Background: an optimization exercise with open tools, aiming at small area. Do not read the settings as production practice.
The RTL was checked by simulation tests, not by an equivalence proof against the original design.
Power is estimated from default activity; no workload was simulated.

File: flow/config.mk
export PLATFORM = sky130hd
export DESIGN_NAME = bmd_display_engine
export DESIGN_NICKNAME = bmd_display_engine
export VERILOG_FILES = /design/flow/design.v
export SDC_FILE = /design/flow/constraint.sdc
export NUM_CORES = 4
export LEC_CHECK = 0
export CAP_MARGIN = 20
export CORE_MARGIN = 2
export CORE_UTILIZATION = 65
export SLEW_MARGIN = 20
export SYNTH_MEMORY_MAX_BITS = 16384
File: flow/constraint.sdc
create_clock -name core_clock -period 10.0 [get_ports {clk}]
set_input_delay 2.0000 -clock core_clock [delete_from_list [all_inputs] [get_ports {clk}]]
set_output_delay 2.0000 -clock core_clock [all_outputs]
set_load 0.01 [all_outputs]
File: flow/design.v
`default_nettype none
module bmd_display_engine (
    input  wire        clk,
    input  wire        aresetn,
    input  wire        init_done,
    input  wire [31:0] fb_start_address,
    output wire [31:0] m_axi_araddr,
    output wire [7:0]  m_axi_arlen,
    output wire        m_axi_arvalid,
    input  wire        m_axi_arready,
    input  wire [63:0] m_axi_rdata,
    input  wire        m_axi_rlast,
    input  wire        m_axi_rvalid,
    output wire        m_axi_rready,
    output wire [7:0]  red,
    output wire [7:0]  green,
    output wire [7:0]  blue,
    output wire        hsyncx,
    output wire        vsyncx,
    output wire        display_enable
);
    reg  [9:0]  g, vf;
    reg         pre;         
    reg         arvalid, busy;
    reg  [11:0] alo;
    reg         acy;
    reg  [23:0] rgb;
    reg  [767:0] sr;         
    wire g_end  = (g == 10'd799);
    wire vf_act = (vf < 10'd480);
    wire g_lo   = (g < 10'd33);              
    wire in_b   = g[9] & (g[8:5] == 4'd0);   
    wire top    = ~g[9] & vf_act;            
    wire de_g   = (g >= 10'd32) & (g < 10'd672);
    wire de     = de_g & vf_act;             
    wire dir    = g[9] & ~in_b;              
    wire [23:0] pix = g[0] ? m_axi_rdata[55:32] : m_axi_rdata[23:0];
    wire rready    = ((top | (dir & de)) & g[0]);
    wire rlast_acc = m_axi_rvalid & rready & m_axi_rlast;
    wire fstart    = (vf == 10'd493) & (g == 10'd0);    
    wire last      = (vf == 10'd479) & g[9];
    wire issue     = (rlast_acc & ~last) | fstart | (pre & init_done & ~busy);
    always @(posedge clk) begin
        if (!aresetn) begin
            g <= 10'd785;
            vf <= 10'd523;
            pre <= 1'b1;
            arvalid <= 1'b0;
            busy <= 1'b0;
        end else begin
            if (!pre) begin
                g <= g_end ? 10'd0 : g + 10'd1;
                if (g_end)
                    vf <= (vf == 10'd523) ? 10'd0 : vf + 10'd1;
            end
            if (m_axi_rvalid & busy)
                pre <= 1'b0;
            arvalid <= arvalid ? ~m_axi_arready : issue;
            busy <= issue | (busy & ~rlast_acc);
        end
    end
    wire [12:0] alo_inc = {1'b0, alo} + (in_b ? 13'd1 : 13'd4);
    always @(posedge clk) begin
        if (!aresetn | fstart) begin
            alo <= fb_start_address[20:9];
            acy <= 1'b0;
        end else if (arvalid & m_axi_arready) begin
            alo <= alo_inc[11:0];
            acy <= acy | alo_inc[12];
        end
    end
    always @(posedge clk) begin
        sr  <= {pix, sr[767:24]};
        rgb <= de ? (dir ? pix : sr[23:0]) : 24'd0;
    end
    assign m_axi_araddr  = {fb_start_address[31:21] + {10'd0, acy}, alo, fb_start_address[8:3], 3'b000};
    assign m_axi_arlen   = {~in_b, ~in_b, 6'b111111};
    assign m_axi_arvalid = arvalid;
    assign m_axi_rready  = rready;
    assign red   = rgb[23:16];
    assign green = rgb[15:8];
    assign blue  = rgb[7:0];
    assign hsyncx = ~((g >= 10'd689) & (g < 10'd785));
    assign vsyncx = ~(((vf == 10'd491) & ~g_lo) | (vf == 10'd492) | ((vf == 10'd493) & g_lo));
    assign display_enable = de;
endmodule
`default_nettype wire
File: flow/flow/run.sh
#!/bin/bash
# Layout: the standard flow (standard.sh) with these changes:
#  - after the standard synthesis, its combinational cells are re-mapped for
#    area by Yosys/ABC (flow/reopt.ys); every flip-flop keeps its name and cell
#  - ports are buffered with buf_1 instead of the default buffer cell
#  - clock tree: no dummy loads, clkbuf_8 with larger sink clusters
# Each tool's output goes to a log file in this folder (ORFS's own logs are
# under orfs/logs).
set -euo pipefail
export BUFFER_PORTS_ARGS="-buffer_cell sky130_fd_sc_hd__buf_1"
export CTS_ARGS="-sink_clustering_enable -repair_clock_nets -dont_use_dummy_load -buf_list sky130_fd_sc_hd__clkbuf_8 -sink_clustering_size 22 -sink_clustering_max_diameter 60"
R=orfs/results/$FLOW_PLATFORM/bmd_display_engine/base
LIB=$FLOW_HOME/platforms/$FLOW_PLATFORM/lib/sky130_fd_sc_hd__tt_025C_1v80.lib
bash standard.sh synth > make_synth.log 2>&1
cp $R/1_2_yosys.v std_synth.v
sed -e "s#@LIB@#$LIB#g" -e "s#@IN@#std_synth.v#" -e "s#@OUT@#reopt.v#" \
    -e "s#@TOP@#$FLOW_TOP#" -e "s#@STAT@#reopt_stat.txt#" flow/reopt.ys > reopt.ys
yosys -s reopt.ys > yosys_reopt.log 2>&1
# the flip-flops must be the standard synthesis's, by name and cell
grep -E '^ *sky130_fd_sc_hd__[a-z]*df[a-z0-9_]* ' std_synth.v | sort > ff_std.txt
grep -E '^ *sky130_fd_sc_hd__[a-z]*df[a-z0-9_]* ' reopt.v | sort > ff_reopt.txt
cmp ff_std.txt ff_reopt.txt
cp reopt.v $R/1_2_yosys.v
bash standard.sh finish > make_finish.log 2>&1
File: flow/flow/reopt.ys
# Re-map the combinational cells of the standard synthesis for area.
# Registers (all flip-flop cells) are kept as they are, with their names.
read_liberty -ignore_miss_func @LIB@
read_verilog @IN@
hierarchy -top @TOP@
setattr -mod -set keep_hierarchy 1 sky130_fd_sc_hd__*df* sky130_fd_sc_hd__*dl*
flatten
# names of the flattened cells' pins would alias the ports
rename -hide w:*.*
opt_clean
abc -liberty @LIB@ -dont_use sky130_fd_sc_hd__lpflow_* -dont_use sky130_fd_sc_hd__probe* -script +strash;dc2;dch,-f;amap;topo
splitnets
opt_clean -purge
hilomap -singleton -hicell sky130_fd_sc_hd__conb_1 HI -locell sky130_fd_sc_hd__conb_1 LO
insbuf -buf sky130_fd_sc_hd__buf_4 A X
tee -o @STAT@ stat -liberty @LIB@
delete sky130_fd_sc_hd__*
write_verilog -noattr -nohex -nodec @OUT@
File: flow/standard.sh
#!/bin/bash
# synth_recipe.tcl (not shown) runs the flow's synth.tcl, then flattens the netlist and writes it again
# the make line also repeats each setting of config.mk as NAME=value (left out here)
make -C /OpenROAD-flow-scripts/flow DESIGN_CONFIG=/design/flow/config.mk WORK_HOME=/design/flow/orfs CLKGATE_MAP_FILE= SYNTH_SCRIPT=/design/flow/synth_recipe.tcl "${@:-finish}"
==> results of run 1 <==
-- power by group through the flow --
stage               Combinational (W)  Sequential (W)  Clock, W
floorplan                   0.0000357         0.00376         0
global placement            0.0000624         0.00379         0
detailed placement          0.0000633         0.00379         0
CTS                         0.0000635         0.00372   0.00129
global route                0.0000703         0.00375   0.00141
finish                      0.0000628         0.00371   0.00123
-- per-layer routing --
layer | vias to the layer above | global-route usage, %
met3 | 37 | 3.34
met4 | 0 | 5.33
li1 | 3890 | -
met2 | 133 | 20.3
met5 | - | 0
met1 | 3463 | 23.2
-- area by class of cell --
class                           instances  share of cell area [%]
Sequential cell                       828                    84.2
Multi-Input combinational cell        246                    7.25
Clock buffer                           44                    3.05
Timing Repair Buffer                  133                    2.57
Tap cell                              378                    2.38
Inverter                               30                   0.568
-- critical path: cells and delay by family --
family	cells	cell delay [ps]
AOI/OAI and AO/OA	1	100
buffers and inverters	2	270
and+or+nand+nor	6	1070
-- how the worst max path moves through the flow --
stage                         start          endpoint  slack (ps)
2_1_floorplan  fb_start_address[22]  m_axi_araddr[31]        4840
3_3_place_gp   fb_start_address[22]  m_axi_araddr[31]        4610
3_5_place_dp   fb_start_address[21]  m_axi_araddr[31]        4580
4_1_cts                        g[0]      m_axi_rready        4520
5_1_grt        fb_start_address[21]  m_axi_araddr[31]        4400
6_report       fb_start_address[21]  m_axi_araddr[31]        4560
-- sequential cells by signal (all words and copies together), names as in the netlist --
register,flops
sr,768
rgb,24
alo,12
g,10
vf,10
acy,1
arvalid,1
busy,1
pre,1
-- metrics by stage --
stage	hold slack (ps)	area (um^2)	worst slack, ps
after floorplan	310	18400	4840
after global placement	311	19200	4610
after detailed placement	312	19200	4580
after CTS	293	19800	4520
after global routing	297	19800	4400
final	297	19800	4560
==> impl_metrics.tcl, run 1 <==
set metrics [dict create \
    path_class "input pin to output port" \
    synthCells 1113 \
    setup_tns_ps 0 \
    design.core.area_um2 27800 \
    top_layer "met4" \
    cts_sinks 828 \
    cts_tree "done" \
    root_buffer "clkbuf_8" \
    wl_met3_um 959 \
    p_switching_w 0.000953 \
    synth.avg_cell_area_um2 16.5 \
    skew_ps 74.8 \
    rsz0062_at_grt "false" \
    drc 0 \
    ios 171 \
    grt_max_degree 27 \
    drive_gt1_share_pct 3.83 \
    gp_congestion 0.731 \
    fin_crit_sh_pct 54.4 \
    slowest_delay_ps 220 \
    multi_input_area_um2 1440 \
    vias 7523 \
    pwr-share-seq_pct 74.1 \
    layout_commonest_cell "dfxtp_1" \
    vias_per_cell 4.53 \
    die-height_um 172 \
    drtIter0Drc 334 \
    hold_buffers 0 \
    cts.htree.levels 2 \
    initial_core_util_pct 66.0 \
    globalRouteOverflowTotal 0 \
    grt_first_pass_wirelength_um 34300 \
    layout.cells.non_filler 1659 \
    intPower_w 0.00406 \
    regArea_um2 16700 \
    crit_chain "buf_1 > and3_1 > and3_1 > and3_1 > and3_1 > and3_1 > nor2_1 > a21oi_1 > buf_1" \
    synth_area_um2 18300 \
    dpl.hpwl_um 12500 \
    nets 1385 \
    rows 61 \
    finalWirelength_um 21600 \
    critPathMostFrequentCell "and3_1" \
    antenna_found_initial 0 \
    min_period_ps 5440 \
    setup_viol 0 \
    r2r_cells 17 \
    utilization_pct 71.4 \
    ant_nets 0 \
    die_area_um2 29600 \
    insertion_delay_ps 590 \
    diodes 0 \
    p_comb_share_pct 1.3 \
    wl_met2_um 8420 \
    slew_headroom_pct 32.2 \
    p_leak_nw 8.04 \
    cts_resized 0 \
    crit_path_end_kind "output port" \
    numCtsBuffers 44 \
    cp_data_arrival_time_ps 3440 \
    dp_cells 1615 \
    area_growth_pct 8.19 \
    wire_per_inst_um 13.0 \
    timing.rr.start "g[0]" \
    hold_class "register to register" \
    vdd_ir_drop_max_v 0.000201 \
    die_w_um 172 \
    powerDensity_nw_per_um2 253 \
    cp.required_ps 8000 \
    drt-met1-wl_um 11700 \
    power.switching_fraction_pct 19.0 \
    port_buffers 130 \
    critical_path.startpoint_type "input pin" \
    grt_pass1_vias 6849 \
    first_pass_iters 4 \
    clockBufferDepth 3 \
    final_cell_mix "dfxtp_1 (816), buf_1 (130), nor2_1 (53), clkbuf_8 (44), nand2_1 (36)" \
    power_w 0.00501 \
    hold_viol 0 \
    rrSetupSlack_ps 5020 \
    clkPwrFrac_pct 24.6 \
    min_from "sr[201]" \
    slew_violations 0 \
    cp_max_fo 4 \
    hold-path-endpoint "sr[177]" \
    max-cap-violations 0 \
    tightest_slew_ps 1010 \
    grtUsageTotal_pct 14.8 \
    slowest_stage "and3_1" \
    r2r-end "vf[8]" \
    post_cts_buffers 0 \
    status "timing/DRC/antenna clean" \
    hold_depth 0 \
    fillers 1897 \
    clk_pin_slew_worst_paths_ps 120 \
    yosys_warnings 1 \
    fmax_ghz 0.184 \
]
==> inputs of run 2 (changes only) <==
--- a/flow/config.mk
+++ b/flow/config.mk
@@ -9,3 +9,3 @@
 export CORE_MARGIN = 2
-export CORE_UTILIZATION = 65
+export CORE_UTILIZATION = 72
 export SLEW_MARGIN = 20
==> impl_metrics.tcl, run 2 <==
set metrics [dict create \
    vias 7543 \
    drive_gt1_share_pct 3.90 \
    synth.avg_cell_area_um2 16.5 \
    grt_first_pass_wirelength_um 37700 \
    insertion_delay_ps 580 \
    drtIter0Drc 443 \
    nets 1386 \
    wl_met3_um 1020 \
    ant_nets 0 \
    cp.required_ps 8000 \
    slew_violations 0 \
    antenna_found_initial 0 \
    initial_core_util_pct 73.0 \
    die-height_um 164 \
    synthCells 1113 \
    wire_per_inst_um 14.8 \
    area_growth_pct 7.90 \
    slew_headroom_pct 39.9 \
    synth_area_um2 18300 \
    status "timing/DRC/antenna clean" \
    power_w 0.00504 \
    hold_class "register to register" \
    final_cell_mix "dfxtp_1 (816), buf_1 (130), nor2_1 (53), clkbuf_8 (44), nand2_1 (36)" \
    grt_max_degree 28 \
    dpl.hpwl_um 14600 \
    cp_data_arrival_time_ps 3500 \
    cts.htree.levels 2 \
    p_leak_nw 8.05 \
    globalRouteOverflowTotal 0 \
    cts_sinks 828 \
    grtUsageTotal_pct 18.3 \
    cts_resized 0 \
    die_w_um 164 \
    fin_crit_sh_pct 55.0 \
    clk_pin_slew_worst_paths_ps 110 \
    gp_congestion 0.744 \
    r2r-end "vf[8]" \
    setup_tns_ps 0 \
    cts_tree "done" \
    drc 0 \
    max-cap-violations 0 \
    first_pass_iters 4 \
    top_layer "met4" \
    setup_viol 0 \
    min_period_ps 5500 \
    vias_per_cell 4.68 \
    grt_pass1_vias 7413 \
    die_area_um2 26800 \
    hold-path-endpoint "sr[515]" \
    powerDensity_nw_per_um2 255 \
    r2r_cells 18 \
    ios 171 \
    holdWs_ps 303 \
    vdd_ir_drop_max_v 0.000202 \
    regMostFlops "sr" \
    cp_max_fo 4 \
    wl_met2_um 10400 \
    layout_commonest_cell "dfxtp_1" \
    drt-met1-wl_um 12100 \
    fmax_ghz 0.182 \
    hold_depth 0 \
    timing.rr.start "g[0]" \
    skew_ps 87.5 \
    diodes 0 \
    utilization_pct 78.8 \
    rows 58 \
    crit_path_end_kind "output port" \
    min_from "sr[539]" \
    tightest_slew_ps 896 \
    root_buffer "clkbuf_8" \
    hold_buffers 0 \
    top_regs "sr x768, rgb x24, alo x12" \
    clockBufferDepth 3 \
    rrSetupSlack_ps 6140 \
    numCtsBuffers 44 \
    design.core.area_um2 25100 \
    rsz0062_at_grt "false" \
    path_class "input pin to output port" \
    port_buffers 130 \
    hold_viol 0 \
    critical_path.startpoint_type "input pin" \
    post_cts_buffers 0 \
    yosys_warnings 1 \
    largest_reg_flops 768 \
    finalWirelength_um 23900 \
]
[run 2: metrics by stage]
step	instance area, um^2	setup WS (ps)	std cells
after global placement	19200	4610	1568
after global routing	19800	4330	1612
after floorplan	18400	4840	1120
after detailed placement	19200	4520	1568
final	19800	4500	1612
after CTS	19800	4510	1612
[run 2: worst max-delay path by stage]
stage / end / from / depth (start not counted)
after global routing: m_axi_araddr[31] / fb_start_address[22] / 9
final: m_axi_araddr[31] / fb_start_address[22] / 9
after CTS: m_axi_araddr[31] / fb_start_address[22] / 9
after detailed placement: m_axi_araddr[31] / fb_start_address[22] / 9
after global placement: m_axi_araddr[31] / fb_start_address[21] / 9
after floorplan: m_axi_araddr[31] / fb_start_address[22] / 7
[run 2: layout make-up]
| type | instances | area [um^2] |
|---|---|---|
| Clock buffer | 44 | 606 |
| Sequential cell | 828 | 16700 |
| Multi-Input combinational cell | 246 | 1440 |
| Fill cell | 1301 | 5330 |
| Tap cell | 330 | 413 |
| Timing Repair Buffer | 134 | 518 |
| Inverter | 30 | 113 |
[run 2: where the power goes]
part / total [W] / switching, W / internal, W
Combinational: 0.0000642 / 0.0000394 / 0.0000248
Sequential: 0.00372 / 0.0000897 / 0.00363
Clock: 0.00125 / 0.000848 / 0.000401
Total: 0.00504 / 0.000977 / 0.00406
[run 2: per-layer routing]
metal  up-vias  track usage (%)
li1       3904                -
met5         -                0
met2       123             28.2
met4         0             5.10
met1      3475             27.1
met3        41             3.43
[run 2: worst max-delay path, stage by stage]
cell and delay, ps:
buf_1 110, and3_1 200, and3_1 200, and3_1 220, and3_1 220, and3_1 210, nor2_1 50, a21oi_1 110
buf_1 170
==> inputs of run 3 (changes only) <==
--- a/flow/config.mk
+++ b/flow/config.mk
@@ -9,3 +9,3 @@
 export CORE_MARGIN = 2
-export CORE_UTILIZATION = 72
+export CORE_UTILIZATION = 55
 export SLEW_MARGIN = 20
==> impl_metrics.tcl, run 3 <==
set metrics [dict create \
    drive_gt1_share_pct 4.05 \
    clk_pin_slew_worst_paths_ps 110 \
    dp_cells 1680 \
    synth_area_um2 18300 \
    fin_ws_ps 4550 \
    layout_commonest_cell "dfxtp_1" \
    die_area_um2 34800 \
    area_growth_pct 8.93 \
    initial_core_util_pct 56.1 \
    finalWirelength_um 22400 \
    cts_sinks 828 \
    r2r_cells 17 \
    grt_max_degree 28 \
    rsz0062_at_grt "false" \
    first_pass_iters 4 \
    slowest_stage "and3_1" \
    max-cap-violations 0 \
    drtIter0Drc 385 \
    slew_violations 0 \
    wire_per_inst_um 13.0 \
    cts_resized 0 \
    ios 171 \
    final_cell_mix "dfxtp_1 (816), buf_1 (130), nor2_1 (53), clkbuf_8 (45), nand2_1 (36)" \
    synthCells 1113 \
    pwr-share-seq_pct 73.6 \
    layout.cells.non_filler 1726 \
    powerDensity_nw_per_um2 252 \
    dpl.hpwl_um 12800 \
    cts_tree "done" \
    yosys_warnings 1 \
    cp_max_fo 4 \
    die-height_um 187 \
    path_class "input pin to output port" \
    status "timing/DRC/antenna clean" \
    nets 1388 \
    root_buffer "clkbuf_8" \
    crit_chain "buf_1 > and3_1 > and3_1 > and3_1 > and3_1 > and3_1 > nor2_1 > a21oi_1 > buf_1" \
    clkPwrFrac_pct 25.1 \
    grt_first_pass_wirelength_um 37200 \
    critPathMostFrequentCell "and3_1" \
    antenna_found_initial 0 \
    setup_tns_ps 0 \
    critPathBufInv 2 \
    p_switching_w 0.000975 \
    skew_ps 57.2 \
    numCtsBuffers 45 \
    post_cts_buffers 0 \
    critical_path.startpoint_type "input pin" \
    hold_depth 0 \
    drc 0 \
    grtUsageTotal_pct 13.2 \
    ant_nets 0 \
    vdd_ir_drop_max_v 0.000119 \
    largest_reg_flops 768 \
    vias 7575 \
    crit_path_end_kind "output port" \
    min_period_ps 5450 \
    globalRouteOverflowTotal 0 \
    cp_top_family "simple AND/OR/NAND/NOR gates" \
    slowest_delay_ps 220 \
    die_w_um 187 \
    gp_congestion 0.721 \
    setup_viol 0 \
    synth.avg_cell_area_um2 16.5 \
    tightest_slew_ps 681 \
    rows 66 \
    p_comb_share_pct 1.3 \
    hold_class "register to register" \
    regMostFlops "sr" \
    power.switching_fraction_pct 19.3 \
    cp.required_ps 8000 \
    p_leak_nw 8.07 \
    intPower_w 0.00407 \
    vias_per_cell 4.39 \
    top_regs "sr x768, rgb x24, alo x12" \
    fmax_ghz 0.183 \
    cp_data_arrival_time_ps 3450 \
    port_buffers 130 \
    cp_num_cells 9 \
    cts.htree.levels 2 \
    insertion_delay_ps 580 \
    hold_viol 0 \
    clockBufferDepth 3 \
    design.core.area_um2 32700 \
    diodes 0 \
    grt_pass1_vias 7515 \
    fin_crit_sh_pct 54.5 \
    rrSetupSlack_ps 6150 \
    slew_headroom_pct 53.4 \
    place_ws_ps 4550 \
    hold_buffers 0 \
]
run 3: cell types whose count changed in the layout (fill, tap and decap cells not counted), sizes merged:
cell / previous run / this run
buf: 134 / 135
clkbuf: 44 / 45
run 3: per-stage QoR:
| step | power [W] | utilization [%] | cell area [um^2] | hold slack (ps) |
|---|---|---|---|---|
| 6_report | 0.00504 | 61.1 | 20000 | 279 |
| 5_1_grt | 0.00526 | 61.1 | 20000 | 269 |
| 4_1_cts | 0.00511 | 61.0 | 19900 | 264 |
| 3_5_place_dp | 0.00385 | 59.1 | 19300 | 312 |
| 3_3_place_gp | 0.00385 | 59.1 | 19300 | 310 |
| 2_1_floorplan | 0.00379 | - | 18400 | 310 |
run 3: power by group through the flow:
stage          clock [W]  combinational [W]  sequential, W
2_1_floorplan          0          0.0000357        0.00376
3_3_place_gp           0          0.0000653        0.00378
3_5_place_dp           0          0.0000668        0.00379
4_1_cts          0.00132          0.0000670        0.00372
5_1_grt          0.00144          0.0000745        0.00375
6_report         0.00127          0.0000661        0.00371
run 3: layout make-up:
class	instances	area [um^2]
inverter	30	113
tap	442	553
multi-input combinational	246	1450
timing repair buffer	135	546
sequential	828	16700
clock buffer	45	619
fill	2580	12700
run 3: worst register-to-register path: cells and delay by family, from the launching register on:
| family | cells | cell delay, ps |
|---|---|---|
| buffers and inverters | 4 | 1120 |
| DFF | 1 | 340 |
| and+or+nand+nor | 13 | 2350 |
run 3: worst paths after layout:
check | from | to
max reg2reg | g[0] | vf[8]
max | fb_start_address[22] | m_axi_araddr[31]
min | sr[702] | sr[678]
min reg2reg | sr[702] | sr[678]
run 3: per-layer routing:
metal	routed length, um	GRT usage (%)	vias up	share of wire [%]
li1	-	-	3906	-
met1	11800	19.8	3488	53
met4	532	4.15	0	2.4
met5	0	0	-	0
met3	1170	2.90	41	5.2
met2	8850	19.1	140	40
==> inputs of run 4 (changes only) <==
--- a/flow/config.mk
+++ b/flow/config.mk
@@ -9,3 +9,4 @@
 export CORE_MARGIN = 2
-export CORE_UTILIZATION = 55
+export CORE_UTILIZATION = 65
+export PLACE_DENSITY = 0.85
 export SLEW_MARGIN = 20
==> impl_metrics.tcl, run 4 <==
set metrics [dict create \
    status "timing/DRC/antenna clean" \
    diodes 0 \
    synth.avg_cell_area_um2 16.5 \
    area_growth_pct 8.26 \
    ant_nets 0 \
    hold_buffers 0 \
    clk_pin_slew_worst_paths_ps 120 \
    synthCells 1113 \
    rows 61 \
    cts_tree "done" \
    cts_sinks 828 \
    tightest_slew_ps 1010 \
    drtIter0Drc 523 \
    yosys_warnings 1 \
    cp.required_ps 8000 \
    setup_viol 0 \
    min_period_ps 5540 \
    critical_path.startpoint_type "input pin" \
    layout_commonest_cell "dfxtp_1" \
    finalWirelength_um 24200 \
    antenna_found_initial 0 \
    path_class "input pin to output port" \
    grtUsageTotal_pct 16.8 \
    initial_core_util_pct 66.0 \
    globalRouteOverflowTotal 0 \
    hold_viol 0 \
    die_area_um2 29600 \
    fin_crit_sh_pct 55.4 \
    drive_gt1_share_pct 3.83 \
    largest_reg_flops 768 \
    r2r_cells 17 \
    ios 171 \
    dpl.hpwl_um 14900 \
    nets 1385 \
    hold_class "register to register" \
    port_buffers 130 \
    vias_per_cell 4.64 \
    die-height_um 172 \
    clockBufferDepth 3 \
    max-cap-violations 0 \
    hold_depth 0 \
    die_w_um 172 \
    cts.htree.levels 2 \
    gp_congestion 0.776 \
    utilization_pct 71.5 \
    root_buffer "clkbuf_8" \
    grt_pass1_vias 7603 \
    synth_area_um2 18300 \
    grt_max_degree 27 \
    design.core.area_um2 27800 \
    crit_path_end_kind "output port" \
    grt_first_pass_wirelength_um 38400 \
    powerDensity_nw_per_um2 253 \
    vias 7690 \
    top_regs "sr x768, rgb x24, alo x12" \
    post_cts_buffers 0 \
    skew_ps 30.5 \
    cp_data_arrival_time_ps 3540 \
    fmax_ghz 0.181 \
    cts_resized 0 \
    first_pass_iters 4 \
    slew_violations 0 \
    insertion_delay_ps 580 \
    slew_headroom_pct 32.2 \
    drc 0 \
    dp_cells 1615 \
    setup_tns_ps 0 \
    regMostFlops "sr" \
    numCtsBuffers 43 \
    vdd_ir_drop_max_v 0.000181 \
    rsz0062_at_grt "false" \
    cp_max_fo 4 \
    p_leak_nw 8.05 \
    wire_per_inst_um 14.6 \
    final_cell_mix "dfxtp_1 (816), buf_1 (130), nor2_1 (53), clkbuf_8 (43), nand2_1 (36)" \
    layout.cells.non_filler 1659 \
]
[run 4: changes by cell type in the layout (fill, tap and decap cells not counted), sizes merged]
| cell | before | now |
|---|---|---|
| buf | 135 | 134 |
| clkbuf | 45 | 43 |
[run 4: area by class of cell]
cell class | instances | area (um^2)
flip-flops and latches | 828 | 16700
inverters | 30 | 113
fillers | 1787 | 7930
clock buffers | 43 | 592
multi-input cells | 246 | 1440
repair buffers | 134 | 538
well taps | 378 | 473
[run 4: worst paths after layout]
kind | from | to | slack (ps)
min reg2reg | sr[433] | sr[409] | 310
max | fb_start_address[21] | m_axi_araddr[31] | 4460
min | sr[433] | sr[409] | 310
max reg2reg | g[0] | vf[7] | 5440
[run 4: metrics by stage]
stage          cell area, um^2  power, W  hold slack (ps)  worst slack (ps)
2_1_floorplan            18400   0.00379              310              4840
3_3_place_gp             19200   0.00384              311              4570
3_5_place_dp             19200   0.00386              312              4470
4_1_cts                  19800   0.00507              302              4470
5_1_grt                  19900   0.00522              306              4310
6_report                 19900   0.00503              307              4460
[run 4: critical path, stage by stage]
cell and delay (ps):
buf_1 140, and3_1 210, and3_1 200, and3_1 210
and3_1 220, and3_1 210, nor2_1 50, a21oi_1 120
buf_1 170
[run 4: metal layers]
metal | vias to the layer above | track usage, % | share of wire [%]
li1 | 3895 | - | -
met1 | 3588 | 24.4 | 49
met2 | 168 | 25.7 | 44
met3 | 39 | 3.62 | 5.3
met4 | 0 | 4.57 | 1.8
met5 | - | 0 | 0
[run 4: power breakdown]
part | internal [W] | switching, W
clock | 0.000393 | 0.000845
sequential | 0.00363 | 0.0000884
combinational | 0.0000259 | 0.0000411
total | 0.00405 | 0.000974
==> inputs of run 5 (changes only) <==
--- a/flow/flow/run.sh
+++ b/flow/flow/run.sh
@@ -10,3 +10,3 @@
 export BUFFER_PORTS_ARGS="-buffer_cell sky130_fd_sc_hd__buf_1"
-export CTS_ARGS="-sink_clustering_enable -repair_clock_nets -dont_use_dummy_load -buf_list sky130_fd_sc_hd__clkbuf_8 -sink_clustering_size 22 -sink_clustering_max_diameter 60"
+export CTS_ARGS="-sink_clustering_enable -repair_clock_nets -dont_use_dummy_load -buf_list sky130_fd_sc_hd__clkbuf_8 -sink_clustering_size 20 -sink_clustering_max_diameter 50"
 R=orfs/results/$FLOW_PLATFORM/bmd_display_engine/base
--- a/flow/config.mk
+++ b/flow/config.mk
@@ -10,3 +10,2 @@
 export CORE_UTILIZATION = 65
-export PLACE_DENSITY = 0.85
 export SLEW_MARGIN = 20
==> impl_metrics.tcl, run 5 <==
set metrics [dict create \
    grt_first_pass_wirelength_um 34500 \
    cp_data_arrival_time_ps 3440 \
    die_area_um2 29600 \
    r2r_cells 17 \
    cts_sinks 828 \
    wire_per_inst_um 13.0 \
    root_buffer "clkbuf_8" \
    cts_tree "done" \
    grt_max_degree 27 \
    status "timing/DRC/antenna clean" \
    initial_core_util_pct 66.0 \
    slew_headroom_pct 31.7 \
    hold_class "register to register" \
    clk_pin_slew_worst_paths_ps 110 \
    path_class "input pin to output port" \
    synth_area_um2 18300 \
    port_buffers 130 \
    slowest_delay_ps 220 \
    busiest_layer "met1" \
    cp_num_cells 9 \
    hold_buffers 0 \
    cts_resized 0 \
    rows 61 \
    ant_nets 0 \
    slew_violations 0 \
    area_growth_pct 8.56 \
    design.core.area_um2 27800 \
    drtIter0Drc 323 \
    crit_path_end_kind "output port" \
    vdd_ir_drop_max_v 0.000186 \
    power_w 0.00506 \
    clockBufferDepth 3 \
    grtUsageTotal_pct 14.9 \
    numCtsBuffers 49 \
    cp_max_fo 4 \
    yosys_warnings 1 \
    diodes 0 \
    top_regs "sr x768, rgb x24, alo x12" \
    layout.cells.non_filler 1664 \
    final_cell_mix "dfxtp_1 (816), buf_1 (130), nor2_1 (53), clkbuf_8 (49), nand2_1 (36)" \
    powerDensity_nw_per_um2 254 \
    gr-usage-met3_pct 3.34 \
    p_leak_nw 8.08 \
    grt_util_met1_pct 23.2 \
    cp_top_family "simple AND/OR/NAND/NOR gates" \
    post_cts_buffers 0 \
    first_pass_iters 4 \
    layout_commonest_cell "dfxtp_1" \
    vias_per_cell 4.55 \
    tightest_slew_ps 1020 \
    crit_chain "buf_1 > and3_1 > and3_1 > and3_1 > and3_1 > and3_1 > nor2_1 > a21oi_1 > buf_1" \
    skew_ps 75.2 \
    gp_congestion 0.731 \
    die_w_um 172 \
    synth.avg_cell_area_um2 16.5 \
    setup_tns_ps 0 \
    vias 7577 \
    synthCells 1113 \
    fillers 1897 \
    met2_usage_pct 20.4 \
    slowest_stage "and3_1" \
    min_period_ps 5440 \
    antenna_found_initial 0 \
    die-height_um 172 \
    regMostFlops "sr" \
    hold_viol 0 \
    cp.required_ps 8000 \
    ios 171 \
    multi_input_area_um2 1440 \
    setup_viol 0 \
    insertion_delay_ps 580 \
    largest_reg_flops 768 \
    critPathMostFrequentCell "and3_1" \
    rsz0062_at_grt "false" \
    drive_gt1_share_pct 4.20 \
    critical_path.startpoint_type "input pin" \
    nets 1390 \
    place_ws_ps 4580 \
    dpl.hpwl_um 12500 \
    fin_ws_ps 4560 \
    fmax_ghz 0.184 \
    max-cap-violations 0 \
    fin_crit_sh_pct 54.4 \
    drc 0 \
    finalWirelength_um 21600 \
    globalRouteOverflowTotal 0 \
    dp_cells 1615 \
    critPathBufInv 2 \
    cts.htree.levels 2 \
    grt_pass1_vias 6943 \
    regArea_um2 16700 \
    hold_depth 0 \
]
[run 5: area by class of cell]
type | count | share of cell area [%]
Sequential cell | 828 | 83.9
Multi-Input combinational cell | 246 | 7.23
Clock buffer | 49 | 3.39
Timing Repair Buffer | 133 | 2.56
Tap cell | 378 | 2.38
Inverter | 30 | 0.566
[run 5: final timing paths]
| path | slack, ps | endpoint | startpoint |
|---|---|---|---|
| worst max-delay path | 4560 | m_axi_araddr[31] | fb_start_address[21] |
| worst max register to register | 4990 | vf[8] | g[0] |
| worst min-delay path | 270 | sr[78] | sr[102] |
| worst min register to register | 270 | sr[78] | sr[102] |
[run 5: per-stage QoR]
| stage | instance area, um^2 | hold WS [ps] | util [%] |
|---|---|---|---|
| after detailed placement | 19200 | 312 | 69.2 |
| after global routing | 19900 | 280 | 71.6 |
| after floorplan | 18400 | 310 | - |
| after global placement | 19200 | 311 | 69.2 |
| after CTS | 19900 | 260 | 71.6 |
| final | 19900 | 272 | 71.6 |
[run 5: layer usage]
layer,wire length (um),vias up
met4,532,0
met2,8480,133
li1,-,3903
met3,983,51
met5,0,-
met1,11600,3490
[run 5: power by group]
part	total [W]	switching [W]	internal [W]
clock network	0.00129	0.000844	0.000443
logic	0.0000628	0.0000383	0.0000245
registers	0.00371	0.0000802	0.00363
total	0.00506	0.000963	0.00410
==> inputs of run 6 (changes only) <==
--- a/flow/flow/run.sh
+++ b/flow/flow/run.sh
@@ -10,3 +10,3 @@
 export BUFFER_PORTS_ARGS="-buffer_cell sky130_fd_sc_hd__buf_1"
-export CTS_ARGS="-sink_clustering_enable -repair_clock_nets -dont_use_dummy_load -buf_list sky130_fd_sc_hd__clkbuf_8 -sink_clustering_size 20 -sink_clustering_max_diameter 50"
+export CTS_ARGS="-sink_clustering_enable -repair_clock_nets -dont_use_dummy_load -buf_list sky130_fd_sc_hd__clkbuf_4 -sink_clustering_size 12 -sink_clustering_max_diameter 35"
 R=orfs/results/$FLOW_PLATFORM/bmd_display_engine/base
==> impl_metrics.tcl, run 6 <==
set metrics [dict create \
    design.core.area_um2 27800 \
    synthCells 1113 \
    critical_path.startpoint_type "register" \
    skew_ps 82.9 \
    cts_resized 0 \
    die-height_um 172 \
    slowest_delay_ps 830 \
    ios 171 \
    design_area_um2 19900 \
    nets 1428 \
    slew_violations 0 \
    grtUsageTotal_pct 15.4 \
    vias_per_cell 4.57 \
    crit_path_start "g[0]" \
    status "timing/DRC/antenna clean" \
    clk_pin_slew_worst_paths_ps 110 \
    gp_congestion 0.731 \
    slew_headroom_pct 31.9 \
    crit_chain "buf_4 > clkinv_1 > nor3_1 > buf_1" \
    synth_area_um2 18300 \
    path_class "register to output port" \
    grt_max_degree 27 \
    antenna_found_initial 1 \
    cts_sinks 828 \
    area_growth_pct 8.46 \
    placed_area_um2 19200 \
    layout_commonest_cell "dfxtp_1" \
    hold_viol 0 \
    power_w 0.00504 \
    utilization_pct 71.6 \
    drtIter0Drc 285 \
    p_leak_nw 8.13 \
    final_cell_mix "dfxtp_1 (816), buf_1 (130), clkbuf_4 (87), nor2_1 (53), nand2_1 (36)" \
    max-cap-violations 0 \
    dp_cells 1615 \
    port_buffers 130 \
    min_from "sr[572]" \
    clockBufferDepth 3 \
    setup_tns_ps 0 \
    tightest_slew_ps 1020 \
    cp_data_arrival_time_ps 3490 \
    cp_top_family "buffers and inverters" \
    timing.rr.start "g[0]" \
    initial_core_util_pct 66.0 \
    drive_gt1_share_pct 6.95 \
    rsz0062_at_grt "false" \
    vias 7780 \
    powerDensity_nw_per_um2 254 \
    min_period_ps 5490 \
    vdd_ir_drop_max_v 0.000153 \
    die_w_um 172 \
    setup_viol 0 \
    cp_max_fo 26 \
    slowest_stage "clkinv_1" \
    dpl.hpwl_um 12500 \
    cts.htree.levels 3 \
    wire_per_inst_um 12.9 \
    grt_first_pass_wirelength_um 35400 \
    rows 61 \
    layout.cells.non_filler 1703 \
    fmax_ghz 0.182 \
    crit_path_end_kind "output port" \
    numCtsBuffers 87 \
    regMostFlops "sr" \
    post_cts_buffers 0 \
    cts_tree "done" \
    synth.avg_cell_area_um2 16.5 \
    top_regs "sr x768, rgb x24, alo x12" \
    largest_reg_flops 768 \
    hold_buffers 0 \
    finalWirelength_um 22100 \
    drc 0 \
    fin_crit_sh_pct 54.9 \
    root_buffer "clkbuf_4" \
    die_area_um2 29600 \
    ant_nets 0 \
    critPathBufInv 3 \
    yosys_warnings 1 \
    cp.required_ps 8000 \
    grt_pass1_vias 7307 \
    globalRouteOverflowTotal 0 \
    first_pass_iters 4 \
    insertion_delay_ps 710 \
    hold_class "register to register" \
]
==> run 6: cell count changes in the layout (fill, tap and decap cells not counted), sizes merged <==
cell    change
diode       +1
clkbuf     +38
==> run 6: metrics by stage <==
stage / setup slack [ps] / hold slack [ps]
3_5_place_dp: 4580 / 312
5_1_grt: 4240 / 263
3_3_place_gp: 4610 / 311
4_1_cts: 4360 / 260
6_report: 4510 / 264
2_1_floorplan: 4840 / 310
==> run 6: routing by layer <==
layer  vias to the layer above  track usage [%]  part of all wire [%]
met2                       161             20.7                    39
met5                         -                0                     0
met4                         0             7.27                   3.0
li1                       4012                -                     -
met1                      3548             23.1                    53
met3                        59             4.26                   4.9
==> run 6: worst paths after layout <==
check / to / cells past startpoint / slack (ps)
worst max-delay path: m_axi_rready / 4 / 4510
worst min-delay path: sr[548] / 0 / 260
worst max register to register: vf[8] / 17 / 5010
worst min register to register: sr[548] / 0 / 260
==> run 6: report_power, final <==
group / switching (W) / internal [W]
logic: 0.0000382 / 0.0000245
clock network: 0.000866 / 0.000403
registers: 0.0000800 / 0.00363
==> run 6: area by class of cell <==
cell class | count | area [um^2]
Multi-Input combinational cell | 246 | 1440
Antenna cell | 1 | 2.50
Fill cell | 1922 | 7900
Tap cell | 378 | 473
Inverter | 30 | 113
Sequential cell | 828 | 16700
Timing Repair Buffer | 133 | 510
Clock buffer | 87 | 653
==> inputs of run 7 (changes only) <==
--- a/flow/flow/run.sh
+++ b/flow/flow/run.sh
@@ -10,3 +10,3 @@
 export BUFFER_PORTS_ARGS="-buffer_cell sky130_fd_sc_hd__buf_1"
-export CTS_ARGS="-sink_clustering_enable -repair_clock_nets -dont_use_dummy_load -buf_list sky130_fd_sc_hd__clkbuf_4 -sink_clustering_size 12 -sink_clustering_max_diameter 35"
+export CTS_ARGS="-sink_clustering_enable -repair_clock_nets -dont_use_dummy_load -buf_list {sky130_fd_sc_hd__clkbuf_4 sky130_fd_sc_hd__clkbuf_8} -sink_clustering_size 14 -sink_clustering_max_diameter 45"
 R=orfs/results/$FLOW_PLATFORM/bmd_display_engine/base
==> impl_metrics.tcl, run 7 <==
set metrics [dict create \
    status "timing/DRC/antenna clean" \
    post_cts_buffers 0 \
    clockBufferDepth 3 \
    min_period_ps 5440 \
    largest_reg_flops 768 \
    vias 7692 \
    cp.required_ps 8000 \
    initial_core_util_pct 66.0 \
    slew_headroom_pct 31.5 \
    crit_path_end_kind "output port" \
    antenna_found_initial 0 \
    area_growth_pct 10.2 \
    powerDensity_nw_per_um2 262 \
    die_w_um 172 \
    grtUsageTotal_pct 15.4 \
    drive_gt1_share_pct 5.74 \
    regMostFlops "sr" \
    multi_input_area_um2 1440 \
    nets 1411 \
    hold-path-endpoint "sr[684]" \
    skew_ps 58.6 \
    regArea_um2 16700 \
    numCtsBuffers 70 \
    layout_commonest_cell "dfxtp_1" \
    cts_tree "done" \
    top_layer "met4" \
    rrSetupSlack_ps 4990 \
    hold_buffers 0 \
    design.core.area_um2 27800 \
    intPower_w 0.00428 \
    fmax_ghz 0.184 \
    wl_met2_um 8620 \
    finalWirelength_um 22100 \
    synth_area_um2 18300 \
    yosys_warnings 1 \
    power_w 0.00530 \
    die-height_um 172 \
    rsz0062_at_grt "false" \
    port_buffers 130 \
    max-cap-violations 0 \
    cts_sinks 828 \
    hold_viol 0 \
    root_buffer "clkbuf_8" \
    setup_tns_ps 0 \
    cts.htree.levels 3 \
    first_pass_iters 4 \
    p_leak_nw 8.23 \
    p_switching_w 0.00101 \
    power.switching_fraction_pct 19.1 \
    drtIter0Drc 335 \
    grt_first_pass_wirelength_um 35300 \
    synth.avg_cell_area_um2 16.5 \
    fillers 1869 \
    ant_nets 0 \
    hold_class "register to register" \
    rows 61 \
    synthCells 1113 \
    p_comb_share_pct 1.2 \
    wl_met3_um 1080 \
    insertion_delay_ps 570 \
    path_class "input pin to output port" \
    cp_data_arrival_time_ps 3440 \
    vias_per_cell 4.56 \
    drc 0 \
    cts_resized 0 \
    clk_pin_slew_worst_paths_ps 80 \
    vdd_ir_drop_max_v 0.000179 \
    final_cell_mix "dfxtp_1 (816), buf_1 (130), clkbuf_8 (70), nor2_1 (53), nand2_1 (36)" \
    r2r_cells 17 \
    drt-met1-wl_um 11800 \
    wire_per_inst_um 13.1 \
    gp_congestion 0.731 \
    dpl.hpwl_um 12500 \
    cp_max_fo 4 \
    r2r-end "vf[8]" \
    timing.rr.start "g[0]" \
    grt_pass1_vias 7134 \
    pwr-share-seq_pct 70.1 \
    die_area_um2 29600 \
    globalRouteOverflowTotal 0 \
    top_regs "sr x768, rgb x24, alo x12" \
    min_from "sr[708]" \
    slew_violations 0 \
    ios 171 \
    clkPwrFrac_pct 28.7 \
    setup_viol 0 \
    hold_depth 0 \
    critical_path.startpoint_type "input pin" \
    fin_crit_sh_pct 54.4 \
    tightest_slew_ps 1020 \
    grt_max_degree 27 \
]
[run 7: cell type report]
type,instances,share of cell area (%)
diodes,1,0.0124
clock buffers,70,4.77
inverters,30,0.558
multi-input cells,246,7.12
flip-flops and latches,828,82.7
well taps,378,2.34
repair buffers,133,2.53
[run 7: per-layer routing]
layer	vias to the layer above	GRT usage (%)
met4	0	6.72
met3	51	4.05
met5	-	0
li1	3948	-
met2	147	20.5
met1	3546	23.6
[run 7: worst max-delay path by stage]
stage,from,endpoint,slack [ps],depth (start not counted)
global placement,fb_start_address[22],m_axi_araddr[31],4610,9
CTS,g[0],m_axi_rready,4500,4
finish,fb_start_address[21],m_axi_araddr[31],4560,9
floorplan,fb_start_address[22],m_axi_araddr[31],4840,7
global route,fb_start_address[21],m_axi_araddr[31],4400,9
detailed placement,fb_start_address[21],m_axi_araddr[31],4580,9
[run 7: critical path, cell delays in order]
cell and delay, ps:
buf_1 100, and3_1 190, and3_1 200, and3_1 200
and3_1 220, and3_1 210, nor2_1 50, a21oi_1 100
buf_1 170
[run 7: power by group through the flow]
| stage | Combinational, W | Clock (W) | Sequential [W] |
|---|---|---|---|
| after global routing | 0.0000703 | 0.00171 | 0.00375 |
| after global placement | 0.0000624 | 0 | 0.00379 |
| final | 0.0000629 | 0.00152 | 0.00371 |
| after CTS | 0.0000635 | 0.00159 | 0.00372 |
| after detailed placement | 0.0000633 | 0 | 0.00379 |
| after floorplan | 0.0000357 | 0 | 0.00376 |
[run 7: through the flow]
stage	hold WS, ps	std cells	cell area, um^2	utilization, %	setup slack, ps
final	278	1686	20200	72.7	4560
after global routing	278	1685	20200	72.7	4400
after CTS	278	1685	20200	72.7	4500
after detailed placement	312	1615	19200	69.2	4580
after global placement	311	1615	19200	69.2	4610
after floorplan	310	1120	18400	-	4840

## what the ideal ports hide
Ports are ideal in the flow. The routed layouts listed here were re-timed in OpenROAD.
Step 1, drivers: a clkbuf_16 drives clk and a buf_2 each remaining input, both assumed.
Step 2 adds t to the input delays and takes it off the output delays; t is the mean of the earliest and latest rising clock arrival at the registers after step 1. Input paths then give back, and output paths get back, about the clock's delay inside the block.
Slacks: ideal / step 1 / step 2; pairs: ideal / step 1.
run | shift t [ns] | setup WS [ns] | slew at the worst register clock pin (ns) | pins driven straight from the clock port
run 1 | 0.601 | 4.560 / 4.537 / 4.537 | 0.12 / 0.12 | 1
run 2 | 0.584 | 4.496 / 4.474 / 4.474 | 0.12 / 0.12 | 1
run 3 | 0.603 | 4.546 / 4.524 / 4.524 | 0.12 / 0.12 | 1
run 4 | 0.600 | 4.464 / 4.442 / 4.442 | 0.12 / 0.12 | 1
run 5 | 0.596 | 4.560 / 4.537 / 4.537 | 0.11 / 0.11 | 1
run 6 | 0.707 | 4.510 / 4.470 / 4.537 | 0.12 / 0.12 | 1
run 7 | 0.592 | 4.560 / 4.537 / 4.537 | 0.08 / 0.08 | 1
After both steps every run listed still meets setup and hold.
